From an optimization exercise on the open Yosys and OpenROAD flow, aimed at small area, a short achievable clock period and few clock cycles per item; shortcuts taken in it are not production practice. Only simulation tests tie the RTL to the original design; equivalence was not proved.

Design booth_multiplier, start of the top module:
module booth_multiplier #(
    parameter int N = 64
)(
    input  logic                    clk,
    input  logic                    rst,
    input  logic                    start,
    input  logic signed [N-1:0]     multiplicand,
    input  logic signed [N-1:0]     multiplier,
    output logic signed [(2*N)-1:0] product,
    output logic                    done
);
export LEC_CHECK = 0
export CAP_MARGIN = 20
export CORE_MARGIN = 2
export CORE_UTILIZATION = 60
export SETUP_SLACK_MARGIN = 3.25
export SLEW_MARGIN = 20
export SYNTH_HIERARCHICAL = 1
export SYNTH_MINIMUM_KEEP_SIZE = 0
export BUFFER_PORTS_ARGS = -buffer_cell sky130_fd_sc_hd__buf_1
create_clock -name core_clock -period 6.0 [get_ports {clk}]
standard.sh (not shown) runs the stock make flow with config.mk's settings and CLKGATE_MAP_FILE= SYNTH_SCRIPT=/design/flow/synth_recipe.tcl, a recipe that flattens the netlist after the stock synthesis.
==> flow/flow/run.sh <==
#!/bin/bash
# Own layout flow: the standard flow, with the port buffers made from
# sky130_fd_sc_hd__buf_1 cells instead of the default cell.
set -e
cp standard.sh standard_sh.txt
echo "export BUFFER_PORTS_ARGS = -buffer_cell sky130_fd_sc_hd__buf_1" >> config.mk
bash standard.sh > standard.log 2>&1
Testbench counts at the start, summed over its fixed seeds: cycles 2,880, items 288.
Next try:
- CORE_UTILIZATION: 60 -> 50
- SETUP_SLACK_MARGIN: 3.25 -> 3.3
Global-route usage falls by 4.8 points. Design area is higher slightly. Utilization went down by 10 points. Register-to-register slack improves by 20 ps. Synthesized area is unchanged.
Next try:
- CORE_UTILIZATION: 50 -> 60
- SETUP_SLACK_MARGIN: 3.3 -> 3.4
Result: The changed run passed the timing, design-rule and antenna checks. Count of clock-buffer cells in the layout came out lower by 8. Clock skew hardly moves.
Next try:
- SETUP_SLACK_MARGIN: 3.4 -> 3.15
Outcome:
- The changed run finished clean
- non-clock buffer count went down by 96
- global-route usage came out lower by 1.5 points
- cell count went down by about 3%
Next try:
- PLACE_DENSITY: not set -> 0.7
- SETUP_SLACK_MARGIN: 3.15 -> 3.3
The changed run passed the timing, design-rule and antenna checks.
Die area is unchanged.
Final area came out higher by 1.8%.
Worst setup slack is better by 120 ps.
Count of clock-buffer cells in the layout went up by 12.
Non-clock buffer count grows by 20.
Cell count is higher by 0.68%.
Utilization grows by 1.2 points.
Routed wire length barely changes.

* * *

booth_multiplier, a different RTL version from the one above (not shown whole).
Size: ~310 flip-flops, about 260 I/O pins, ~25000 sq um of cells after synthesis.
==> flow/config.mk <==
export PLATFORM = sky130hd
export DESIGN_NAME = booth_multiplier
export DESIGN_NICKNAME = booth_multiplier
export VERILOG_FILES = /design/flow/design.v
export SDC_FILE = /design/flow/constraint.sdc
export NUM_CORES = 4
export LEC_CHECK = 0
export CAP_MARGIN = 20
export CORE_MARGIN = 2
export CORE_UTILIZATION = 40
export SETUP_SLACK_MARGIN = 3.3
export SLEW_MARGIN = 20
export SYNTH_HIERARCHICAL = 1
export SYNTH_MINIMUM_KEEP_SIZE = 0
export BUFFER_PORTS_ARGS = -buffer_cell sky130_fd_sc_hd__buf_2
==> flow/constraint.sdc <==
create_clock -name core_clock -period 6.0 [get_ports {clk}]
set_input_delay 1.2000 -clock core_clock [delete_from_list [all_inputs] [get_ports {clk}]]
set_output_delay 1.2000 -clock core_clock [all_outputs]
set_load 0.01 [all_outputs]
==> flow/flow/run.sh <==
#!/bin/bash
# Own layout flow: the standard flow, with the port buffers made from
# sky130_fd_sc_hd__buf_2 cells instead of the default cell.
set -e
cp standard.sh standard_sh.txt
echo "export BUFFER_PORTS_ARGS = -buffer_cell sky130_fd_sc_hd__buf_2" >> config.mk
bash standard.sh > standard.log 2>&1
The starting point produced a clean layout.
Testbench counts at the start, summed over its fixed seeds: cycles 2,880, items 288.
==> next run, changes <==
==> flow/run.sh (new file) <==
#!/bin/bash
# synth_recipe.tcl (not shown) runs the flow's synth.tcl, then flattens the netlist and writes it again
# the make line also repeats each setting of config.mk as NAME=value (left out here)
make -C /OpenROAD-flow-scripts/flow DESIGN_CONFIG=/design/flow/config.mk WORK_HOME=/design/flow/orfs CLKGATE_MAP_FILE= SYNTH_SCRIPT=/design/flow/synth_recipe.tcl finish
BUFFER_PORTS_ARGS = default   (was -buffer_cell sky130_fd_sc_hd__buf_2)
SETUP_SLACK_MARGIN = 3.0   (was 3.3)
removed: flow/flow/run.sh
removed: flow/standard.sh
=>
- The new run ran to the end with no violations
- wire length drops by 3.8%
- utilization drops by 3.4 points
- sequential share of layout area climbs by 1.4 points
- setup slack loses 48 ps
- global-route usage drops by 1.6 points
- die area does not change
- first-iteration DRC count climbs by 6.9%
- via count drops by 3.5%
==> next run, changes <==
==> flow/flow/run.sh (new file) <==
#!/bin/bash
# Own layout flow: the standard flow, with the port buffers made from
# sky130_fd_sc_hd__buf_2 cells instead of the default cell.
set -e
cp standard.sh standard_sh.txt
echo "export BUFFER_PORTS_ARGS = -buffer_cell sky130_fd_sc_hd__buf_2" >> config.mk
bash standard.sh > standard.log 2>&1
==> flow/standard.sh (new file) <==
#!/bin/bash
# synth_recipe.tcl (not shown) runs the flow's synth.tcl, then flattens the netlist and writes it again
# the make line also repeats each setting of config.mk as NAME=value (left out here)
make -C /OpenROAD-flow-scripts/flow DESIGN_CONFIG=/design/flow/config.mk WORK_HOME=/design/flow/orfs CLKGATE_MAP_FILE= SYNTH_SCRIPT=/design/flow/synth_recipe.tcl "${@:-finish}"
BUFFER_PORTS_ARGS = -buffer_cell sky130_fd_sc_hd__buf_2   (was default)
CORE_UTILIZATION = 60   (was 40)
removed: flow/run.sh
Effect: Sequential share of layout area came out higher by 1.8 points. Worst setup slack is better by 4.8 ps. Global-route usage climbs by 10 points. Design area decreases by about 7%. Critical path depth goes down by 1. Flip-flop and latch count does not change.
==> next run, changes <==
==> flow/run.sh (new file) <==
#!/bin/bash
# synth_recipe.tcl (not shown) runs the flow's synth.tcl, then flattens the netlist and writes it again
# the make line also repeats each setting of config.mk as NAME=value (left out here)
make -C /OpenROAD-flow-scripts/flow DESIGN_CONFIG=/design/flow/config.mk WORK_HOME=/design/flow/orfs CLKGATE_MAP_FILE= SYNTH_SCRIPT=/design/flow/synth_recipe.tcl finish
BUFFER_PORTS_ARGS = default   (was -buffer_cell sky130_fd_sc_hd__buf_2)
CORE_UTILIZATION = 40   (was 60)
CTS_BUF_LIST = sky130_fd_sc_hd__clkbuf_4 sky130_fd_sc_hd__clkbuf_8   (was default)
removed: flow/flow/run.sh
removed: flow/standard.sh
- non-clock buffer count increases by 24
- fmax came out lower slightly
- cell area climbs by a little under a tenth
- via count came out higher slightly
- utilization goes down by 20 points
- first-iteration DRC count drops by roughly a tenth
==> next run, changes <==
==> flow/flow/run.sh (new file) <==
#!/bin/bash
# Own layout flow: the standard flow, with the port buffers made from
# sky130_fd_sc_hd__buf_1 cells instead of the default cell.
set -e
cp standard.sh standard_sh.txt
echo "export BUFFER_PORTS_ARGS = -buffer_cell sky130_fd_sc_hd__buf_1" >> config.mk
bash standard.sh > standard.log 2>&1
==> flow/standard.sh (new file) <==
#!/bin/bash
# synth_recipe.tcl (not shown) runs the flow's synth.tcl, then flattens the netlist and writes it again
# the make line also repeats each setting of config.mk as NAME=value (left out here)
make -C /OpenROAD-flow-scripts/flow DESIGN_CONFIG=/design/flow/config.mk WORK_HOME=/design/flow/orfs CLKGATE_MAP_FILE= SYNTH_SCRIPT=/design/flow/synth_recipe.tcl "${@:-finish}"
BUFFER_PORTS_ARGS = -buffer_cell sky130_fd_sc_hd__buf_1   (was default)
CORE_UTILIZATION = 60   (was 40)
CTS_BUF_LIST = default   (was sky130_fd_sc_hd__clkbuf_4 sky130_fd_sc_hd__clkbuf_8)
removed: flow/run.sh
After rerunning: The changed run completed with no timing, DRC or antenna violations; clock-buffer cell count decreases by 37; global-route usage is higher by 10 points; non-clock buffer count goes down by 31; critical path depth fell by 2; sequential share of layout area increases by 2.3 points; final cell count came out lower by roughly a tenth; final area decreases by a little under a tenth; synthesized cell count does not change; die area falls by a quarter to a third; routed wire length came out lower by a little under a tenth.
==> next run, changes <==
==> flow/flow/run.sh (replaced) <==
#!/bin/bash
# Own layout flow: the standard flow, with the port buffers made from
# sky130_fd_sc_hd__buf_2 cells instead of the default cell.
set -e
cp standard.sh standard_sh.txt
echo "export BUFFER_PORTS_ARGS = -buffer_cell sky130_fd_sc_hd__buf_2" >> config.mk
bash standard.sh > standard.log 2>&1
BUFFER_PORTS_ARGS = -buffer_cell sky130_fd_sc_hd__buf_2   (was -buffer_cell sky130_fd_sc_hd__buf_1)
CORE_UTILIZATION = 40   (was 60)
=> The new run produced a clean layout; synthesized area stays the same; critical path depth came out lower by 5; non-clock buffer count came out higher by 3; die area came out higher by 49%; core utilization came out lower by 20 points; hold slack improved by 22 ps; worst setup slack got worse by 21 ps.

==> port drivers added, routing unchanged <==
The results above use ideal ports. As a check the final layouts listed here were re-extracted and re-timed, cells and wires unchanged. Step 1: set_driving_cell puts a clkbuf_16 on clk and a buf_2 on each other input, an assumption about the parent block. Step 2, shift: input delay + t, output delay - t, t = (earliest + latest rising clock arrival at the registers) / 2. This alone moves slack from input paths to output paths. Three values: ideal ports, drivers, drivers and shift; two values: the first two.
run	t, ns	setup WS [ns]	hold slack, ns
the first run of note 1	0.615	3.308 / 3.308 / 2.950	0.495 / 0.457 / 0.516
the second run of note 1	0.615	3.328 / 3.328 / 2.910	0.484 / 0.465 / 0.509
the third run of note 1	0.623	3.307 / 3.250 / 2.964	0.497 / 0.459 / 0.514
the fourth run of note 1	0.616	3.216 / 3.216 / 2.671	0.499 / 0.461 / 0.516
the fifth run of note 1	0.617	3.336 / 3.329 / 2.938	0.480 / 0.464 / 0.515
the first run of note 2	0.625	2.985 / 2.985 / 2.954	0.463 / 0.463 / 0.463
the second run of note 2	0.637	2.936 / 2.936 / 2.610	0.487 / 0.487 / 0.487
the third run of note 2	0.621	2.941 / 2.941 / 2.606	0.483 / 0.483 / 0.483
the fourth run of note 2	0.742	2.903 / 2.903 / 2.558	0.487 / 0.487 / 0.487
the fifth run of note 2	0.617	3.035 / 3.035 / 2.586	0.455 / 0.455 / 0.455
the sixth run of note 2	0.635	3.014 / 3.014 / 2.539	0.477 / 0.451 / 0.477
After both steps every run listed still meets setup and hold. The setup slack of the fourth run of note 1, which loses most, moves by 0.000 ns with the drivers and by -0.545 ns with both steps.
